From an optimization exercise on the open Yosys and OpenROAD flow, aimed at small area, a short achievable clock period and few clock cycles; shortcuts taken in it are not production practice.
In this exercise RTL edits were held to simulation tests only and were not proved equivalent to the original.
Power figures rest on the tool's default switching activity, not on a simulated workload.

run A:
==> flow/design.v <==
module geofence ( clk,reset,X,Y,valid,is_inside);
input clk;
input reset;
input [9:0] X;
input [9:0] Y;
output reg valid;
output reg is_inside;
reg [3:0] cnt;
reg [21:0] q5;           
reg [25:0] q4;           
reg [21:0] q3, q2, q1, q0;   
reg prep;                
reg pass;                
reg two;
reg [3:0] ri;            
reg [2:0] pcnt;          
reg [2:0] rp;            
reg [2:0] cu, cw;        
reg [2:0] pu, pw;        
reg have_u, have_w;
reg [3:0] bcnt;          
reg signed [10:0] ux, uy, wx, wy;
wire [9:0] px = ux[9:0];
wire [9:0] py = uy[9:0];
wire [11:0] m = {wx[0], wy};
reg signed [11:0] acc, d;
reg done, res;           
function [10:0] sub10;
    input [9:0] a, b;
    reg [10:0] g, p, gn, pn;
    integer l, j;
    begin
        g = {a & ~b, 1'b1};
        p = {~(a ^ b), 1'b0};
        for (l = 1; l < 16; l = l * 2) begin
            for (j = 0; j < 11; j = j + 1) begin
                if (j >= l) begin
                    gn[j] = g[j] | (p[j] & g[j-l]);
                    pn[j] = p[j] & p[j-l];
                end else begin
                    gn[j] = g[j];
                    pn[j] = p[j];
                end
            end
            g = gn;
            p = pn;
        end
        sub10 = {~g[10], ~(a ^ b) ^ g[9:0]};
    end
endfunction
wire signed [10:0] dx = sub10(X, px);
wire signed [10:0] dy = sub10(Y, py);
function neg13;
    input [12:0] a, b;
    reg [11:0] g, p, gn, pn;
    integer l, j;
    begin
        g = a[11:0] & b[11:0];
        p = a[11:0] | b[11:0];
        for (l = 1; l < 12; l = l * 2) begin
            for (j = 0; j < 12; j = j + 1) begin
                if (j >= l) begin
                    gn[j] = g[j] | (p[j] & g[j-l]);
                    pn[j] = p[j] & p[j-l];
                end else begin
                    gn[j] = g[j];
                    pn[j] = p[j];
                end
            end
            g = gn;
            p = pn;
        end
        neg13 = a[12] ^ b[12] ^ g[11];
    end
endfunction
wire signed [10:0] vx = q5[21:11];
wire signed [10:0] vy = q5[10:0];
wire [12:0] x1 = {{2{vx[10]}}, vx};          
wire [12:0] y1 = {{2{vy[10]}}, vy};          
wire [12:0] x2 = {vx[10], vx, 1'b0};         
wire [12:0] y2 = {vy[10], vy, 1'b0};         
wire [5:0] b;
assign b[0] = ~vy[10];                       
assign b[1] = ~neg13(y2, ~x1);               
assign b[2] = ~neg13(y1, ~x2);               
assign b[3] = vx[10];                        
assign b[4] = neg13(y1, x2);                 
assign b[5] = neg13(y2, x1);                 
function [11:0] onehot;
    input [5:0] c;
    integer n;
    begin
        for (n = 0; n < 5; n = n + 1) begin
            onehot[n] = c[n] & ~c[n+1];
            onehot[n+6] = ~c[n] & c[n+1];
        end
        onehot[5] = c[5] & c[0];
        onehot[11] = ~c[5] & ~c[0];
    end
endfunction
function [3:0] encode;
    input [11:0] h;
    begin
        encode[0] = h[1] | h[3] | h[5] | h[7] | h[9] | h[11];
        encode[1] = h[2] | h[3] | h[6] | h[7] | h[10] | h[11];
        encode[2] = h[4] | h[5] | h[6] | h[7];
        encode[3] = |h[11:8];
    end
endfunction
wire [11:0] h5 = onehot(b);
genvar k;
wire [11:0] z = ~m;
wire [23:0] zz = {z, z};
wire [11:0] r5, r6;
generate
    for (k = 0; k < 12; k = k + 1) begin : g_run
        assign r5[k] = &zz[k+4:k];
        assign r6[k] = &zz[k+5:k];
    end
endgenerate
wire [23:0] r6r = {r6, r6};
wire [23:0] r5r = {r5, r5};
wire [11:0] outv, ambv;
generate
    for (k = 0; k < 12; k = k + 1) begin : g_dec
        assign outv[k] = |r6r[k+6:k+1];
        assign ambv[k] = ~outv[k] & (|r5r[k+7:k+1]);
    end
endgenerate
wire out = |(h5 & outv);
wire amb = |(h5 & ambv);
wire lo = |r5[5:0];
wire [11:0] rs = lo ? {6'd0, r5[5:0]} : r5;
wire [3:0] rj = (ri >= 4'd6) ? ri - 4'd6 : ri + 4'd6;
wire in_i = (q4[25:22] == ri);
wire in_j = (q4[25:22] == rj);
wire signed [10:0] qx = q4[21:11];
wire signed [10:0] qy = q4[10:0];
wire mdone = (bcnt == 4'd11);
wire signed [11:0] ta = wy[0] ? ux : 11'sd0;
wire signed [11:0] tb = wx[0] ? uy : 11'sd0;
wire signed [12:0] sum = (bcnt == 4'd11) ? (acc - d) : (acc + d);
wire nonneg = ~sum[12];
wire slow = (cnt == 4'd8) & ~valid;
always @(posedge clk or posedge reset) begin
    if (reset) begin
        cnt <= 4'd0;
        valid <= 1'b0;
    end else begin
        if (cnt == 4'd7) begin
            cnt <= 4'd8;
            valid <= ~amb;
        end else if (cnt == 4'd8) begin
            if (valid) begin
                cnt <= 4'd0;
                valid <= 1'b0;
            end else if (done)
                valid <= 1'b1;
        end else
            cnt <= cnt + 4'd1;
    end
end
always @(posedge clk) begin
    q5 <= (cnt >= 4'd7) ? q0 : {dx, dy};
    q4 <= {encode(h5), q5};
    q3 <= q4[21:0];
    q2 <= q3; q1 <= q2; q0 <= q1;
    if (cnt == 4'd7)
        is_inside <= ~out;
    else if (done)
        is_inside <= res;
end
wire pend = ~prep & (pcnt == 3'd6) & mdone;
wire lastpair = (pu == cu - 3'd1) & (pw == cw - 3'd1);
always @(*) begin
    done = 1'b0;
    res = 1'b0;
    if (slow & pend) begin
        if (nonneg) begin
            done = ~(two & ~pass);
            res = 1'b1;
        end else
            done = lastpair;
    end
end
always @(posedge clk) begin
    d <= ta - tb;
    if ((bcnt == 4'd0) | (bcnt >= 4'd11))
        acc <= 12'sd0;
    else
        acc <= sum >>> 1;
end
always @(posedge clk) begin
    if (~slow) begin
        if (cnt == 4'd0) begin
            ux <= {1'b0, X};
            uy <= {1'b0, Y};
        end
        if (cnt == 4'd2)
            {wx[0], wy} <= h5;
        else if ((cnt >= 4'd3) & (cnt <= 4'd7))
            {wx[0], wy} <= m | h5;
        prep <= 1'b1;
        pass <= 1'b0;
        pcnt <= 3'd0;
        cu <= 3'd0;
        cw <= 3'd0;
        pu <= 3'd0;
        pw <= 3'd0;
        have_u <= 1'b0;
        have_w <= 1'b0;
        bcnt <= 4'd15;
    end else begin
        if (bcnt <= 4'd11) begin
            bcnt <= bcnt + 4'd1;
            wx <= wx >>> 1;
            wy <= wy >>> 1;
        end
        rp <= (rp == 3'd5) ? 3'd0 : rp + 3'd1;
        if (prep) begin
            rp <= 3'd0;
            ri <= encode({rs[0], rs[11:1]});
            two <= lo & (|r5[11:6]);
            prep <= 1'b0;
        end else begin
            if ((pcnt == 3'd7) & (rp == 3'd5))
                pcnt <= 3'd0;
            if (pcnt < 3'd6) begin
                pcnt <= pcnt + 3'd1;
                if (in_i) begin
                    if (cu == pu) begin
                        ux <= qx;
                        uy <= qy;
                        have_u <= 1'b1;
                    end
                    cu <= cu + 3'd1;
                end
                if (in_j) begin
                    if (cw == pw) begin
                        wx <= qx;
                        wy <= qy;
                        have_w <= 1'b1;
                    end
                    cw <= cw + 3'd1;
                end
            end
            if (have_u & have_w & (bcnt == 4'd15))
                bcnt <= 4'd0;
            if (pend) begin
                if (nonneg) begin
                    pass <= 1'b1;
                    ri <= rj;
                    pu <= 3'd0;
                    pw <= 3'd0;
                end else if (pw == cw - 3'd1) begin
                    pu <= pu + 3'd1;
                    pw <= 3'd0;
                end else
                    pw <= pw + 3'd1;
                pcnt <= 3'd7;
                cu <= 3'd0;
                cw <= 3'd0;
                have_u <= 1'b0;
                have_w <= 1'b0;
                bcnt <= 4'd15;
            end
        end
    end
end
endmodule
clock: 8.0 ns
lec_check: 0
abc_area: 1
cap_margin: 20
core_margin: 2
core_utilization: 60
cts_buf_list: sky130_fd_sc_hd__clkbuf_8 sky130_fd_sc_hd__clkbuf_16
cts_cluster_diameter: 60
cts_cluster_size: 20
place_density: 0.75
setup_slack_margin: 5.0
slew_margin: 20
run.sh (not shown) runs the stock make flow with config.mk's settings and CLKGATE_MAP_FILE= SYNTH_SCRIPT=/design/flow/synth_recipe.tcl, a recipe that flattens the netlist after the stock synthesis.
No stage failed in run A, and the final checks on the layout all came back clean.
Testbench counts of run A, summed over its fixed seeds: cycles 7,216.
Modified inputs, run B compared to run A
# run A
export LEC_CHECK = 0
export ABC_AREA = 1
export CAP_MARGIN = 20
export CORE_MARGIN = 2
export CORE_UTILIZATION = 60
export CTS_BUF_LIST = sky130_fd_sc_hd__clkbuf_8 sky130_fd_sc_hd__clkbuf_16
export CTS_CLUSTER_DIAMETER = 60
export CTS_CLUSTER_SIZE = 20
export PLACE_DENSITY = 0.75
export SETUP_SLACK_MARGIN = 5.0
export SLEW_MARGIN = 20
create_clock -name core_clock -period 8.0 [get_ports {clk}]
# run B
export LEC_CHECK = 0
export CAP_MARGIN = 20
export CORE_MARGIN = 2
export CORE_UTILIZATION = 60
export CTS_BUF_LIST = sky130_fd_sc_hd__clkbuf_16
export CTS_CLUSTER_DIAMETER = 80
export CTS_CLUSTER_SIZE = 24
export PLACE_DENSITY = 0.75
export SETUP_SLACK_MARGIN = 5.0
export SLEW_MARGIN = 20
create_clock -name core_clock -period 8.0 [get_ports {clk}]
Results
- As far as global-route wire length before repair is concerned, run A and run B perform about the same.
- Sort run A and run B by routed wire length, descending, and run A comes first.
- Maximum number of pins on one net before global-route repair went up by more than 10% going from run A to run B.
- Reported for run A and run B, count of max-cap constraint violations turned out identical to the last digit.
- X[3] as the launch point of the critical path was reported by run A, and d[1] by run B.
#### Input delta (run C over run B)
# run B
export LEC_CHECK = 0
export CAP_MARGIN = 20
export CORE_MARGIN = 2
export CORE_UTILIZATION = 60
export CTS_BUF_LIST = sky130_fd_sc_hd__clkbuf_16
export CTS_CLUSTER_DIAMETER = 80
export CTS_CLUSTER_SIZE = 24
export PLACE_DENSITY = 0.75
export SETUP_SLACK_MARGIN = 5.0
export SLEW_MARGIN = 20
create_clock -name core_clock -period 8.0 [get_ports {clk}]
# run C
export LEC_CHECK = 0
export ABC_AREA = 1
export CAP_MARGIN = 20
export CORE_MARGIN = 2
export CORE_UTILIZATION = 70
export CTS_BUF_LIST = sky130_fd_sc_hd__clkbuf_16
export CTS_CLUSTER_DIAMETER = 80
export CTS_CLUSTER_SIZE = 24
export PLACE_DENSITY = 0.8
export SETUP_SLACK_MARGIN = 5.0
export SLEW_MARGIN = 20
create_clock -name core_clock -period 8.0 [get_ports {clk}]
==> run notes <==
Run C: flow completed, timing, DRC and antenna clean
Diff run B -> run C: worst hold slack lower, clock share of power rose 1.2 points, number of cells on the critical path went down by 14, via count climbed 1018.
Summary of run C over run B: non-filler instance count after layout rose 17%, total wire length after detailed routing went up by 7.4%.
Number of cells in the design after placement: run C higher than run B
Origin of the worst setup path = is_inside: run C; origin of the worst setup path = d[1]: run B
Run C against run B: utilization grew by 10 points, mean routed wirelength per cell shrank by about 8%, count of fill cells added during filler insertion shrank by 366, worst setup margin grew by 0.57 ns.
[inputs] run D vs run C
# run C
export LEC_CHECK = 0
export ABC_AREA = 1
export CAP_MARGIN = 20
export CORE_MARGIN = 2
export CORE_UTILIZATION = 70
export CTS_BUF_LIST = sky130_fd_sc_hd__clkbuf_16
export CTS_CLUSTER_DIAMETER = 80
export CTS_CLUSTER_SIZE = 24
export PLACE_DENSITY = 0.8
export SETUP_SLACK_MARGIN = 5.0
export SLEW_MARGIN = 20
create_clock -name core_clock -period 8.0 [get_ports {clk}]
# run D
export LEC_CHECK = 0
export ABC_AREA = 1
export CAP_MARGIN = 20
export CORE_MARGIN = 2
export CORE_UTILIZATION = 60
export CTS_BUF_LIST = sky130_fd_sc_hd__clkbuf_16
export CTS_CLUSTER_DIAMETER = 80
export CTS_CLUSTER_SIZE = 24
export PLACE_DENSITY = 0.75
export SETUP_SLACK_MARGIN = 5.0
export SLEW_MARGIN = 20
create_clock -name core_clock -period 8.0 [get_ports {clk}]
==> comparison <==
[run D vs run C] non-clock buffer area fraction after layout: lower in run D. Compared to run C, the routing of run D uses less wire. Per the comparison of run D with run C, fraction of area in registers up 0.17 points; fraction of the cycle the final worst path needs moved down; data required time of the worst path grew by 2.01 ns. Placement-stage cell area: run D vs run C up about 0.46%. Of the two values seen for worst setup path endpoint, is_inside was produced by run C and q5[20] by run D. STATUS shortest period the worst path allows: run D wins against run C. The estimated power of run D ends up lower than the estimate for run C. Setup slack of the critical path after layout: run D vs run C up 0.065 ns. From run C to run D the numbers moved as follows: first-pass GRT wire length fell by 2.7%, routed metal-1 wirelength now sits higher.
## Diff of input files: run E against run D
# run D
export LEC_CHECK = 0
export ABC_AREA = 1
export CAP_MARGIN = 20
export CORE_MARGIN = 2
export CORE_UTILIZATION = 60
export CTS_BUF_LIST = sky130_fd_sc_hd__clkbuf_16
export CTS_CLUSTER_DIAMETER = 80
export CTS_CLUSTER_SIZE = 24
export PLACE_DENSITY = 0.75
export SETUP_SLACK_MARGIN = 5.0
export SLEW_MARGIN = 20
create_clock -name core_clock -period 8.0 [get_ports {clk}]
# run E
export LEC_CHECK = 0
export ABC_AREA = 1
export CAP_MARGIN = 20
export CORE_MARGIN = 2
export CORE_UTILIZATION = 60
export CTS_BUF_LIST = sky130_fd_sc_hd__clkbuf_16
export CTS_CLUSTER_DIAMETER = 60
export CTS_CLUSTER_SIZE = 30
export PLACE_DENSITY = 0.75
export SETUP_SLACK_MARGIN = 5.0
export SLEW_MARGIN = 20
create_clock -name core_clock -period 8.0 [get_ports {clk}]
==> comparison <==
- Run E: done, clean on timing, DRC and antenna
- Run E vs run D, design area went up by 1.3%.
- Relative to run D, the share of total power in combinational logic of run E is lower by 0.8 points.
- Of the two values seen for first element of the critical path, X[3] was produced by run E and X[4] by run D.
- On overall track demand over capacity in global routing: between run E and run D, it ends up lower for run D.
- Of run E and run D, run D shows the higher setup slack after layout, with run E below it.
- First-iteration DRC count in run E vs run D: down 36
- Worst hold slack in run E is 0.021 ns below run D.
The following lists how run F was set up differently from run E:
# run E
export LEC_CHECK = 0
export ABC_AREA = 1
export CAP_MARGIN = 20
export CORE_MARGIN = 2
export CORE_UTILIZATION = 60
export CTS_BUF_LIST = sky130_fd_sc_hd__clkbuf_16
export CTS_CLUSTER_DIAMETER = 60
export CTS_CLUSTER_SIZE = 30
export PLACE_DENSITY = 0.75
export SETUP_SLACK_MARGIN = 5.0
export SLEW_MARGIN = 20
create_clock -name core_clock -period 8.0 [get_ports {clk}]
# run F
export LEC_CHECK = 0
export ABC_AREA = 1
export CAP_MARGIN = 20
export CORE_MARGIN = 2
export CORE_UTILIZATION = 50
export CTS_BUF_LIST = sky130_fd_sc_hd__clkbuf_16
export CTS_CLUSTER_DIAMETER = 80
export CTS_CLUSTER_SIZE = 24
export PLACE_DENSITY = 0.65
export SETUP_SLACK_MARGIN = 5.0
export SLEW_MARGIN = 20
create_clock -name core_clock -period 8.0 [get_ports {clk}]
## What came out
In the metrics for run F and run E, the one carrying the lower maximum frequency is run E. Power: run F draws less than run E. The worst setup slack of run F exceeds that of run E by 0.064 ns.

[what the ideal ports hide]
How much do the figures lean on ideal ports? The routed layouts below were timed once more, with nothing changed but the port constraints.
Step 1 assumes that a clkbuf_16 drives the clock port and a buf_2 every other input.
Step 2 moves the port delays by t, midway between the first and last clock arrival at a register: inputs arrive t later, outputs are due t later. That takes back most of the time a late clock gives input paths.
Slacks: no drivers / after step 1 / after step 2; pairs: no drivers / after step 1.
run | shift t [ns] | setup slack, ns | clock arrival spread, ns | worst register clock-pin slew, ns
run A | 0.546 | 5.050 / 5.076 / 4.530 | 0.020 / 0.020 | 0.08 / 0.08
run B | 0.524 | 4.427 / 4.427 / 4.427 | 0.023 / 0.023 | 0.10 / 0.10
run C | 0.532 | 4.997 / 4.953 / 4.557 | 0.020 / 0.020 | 0.10 / 0.10
run D | 0.527 | 5.062 / 5.083 / 4.556 | 0.020 / 0.020 | 0.10 / 0.10
run E | 0.536 | 5.034 / 5.001 / 4.524 | 0.034 / 0.033 | 0.10 / 0.10
run F | 0.530 | 5.097 / 5.097 / 4.593 | 0.023 / 0.022 | 0.10 / 0.10
After both steps every run listed still meets setup and hold. The setup slack of run A, which loses most, moves by +0.026 ns with the drivers and by -0.520 ns with both steps.
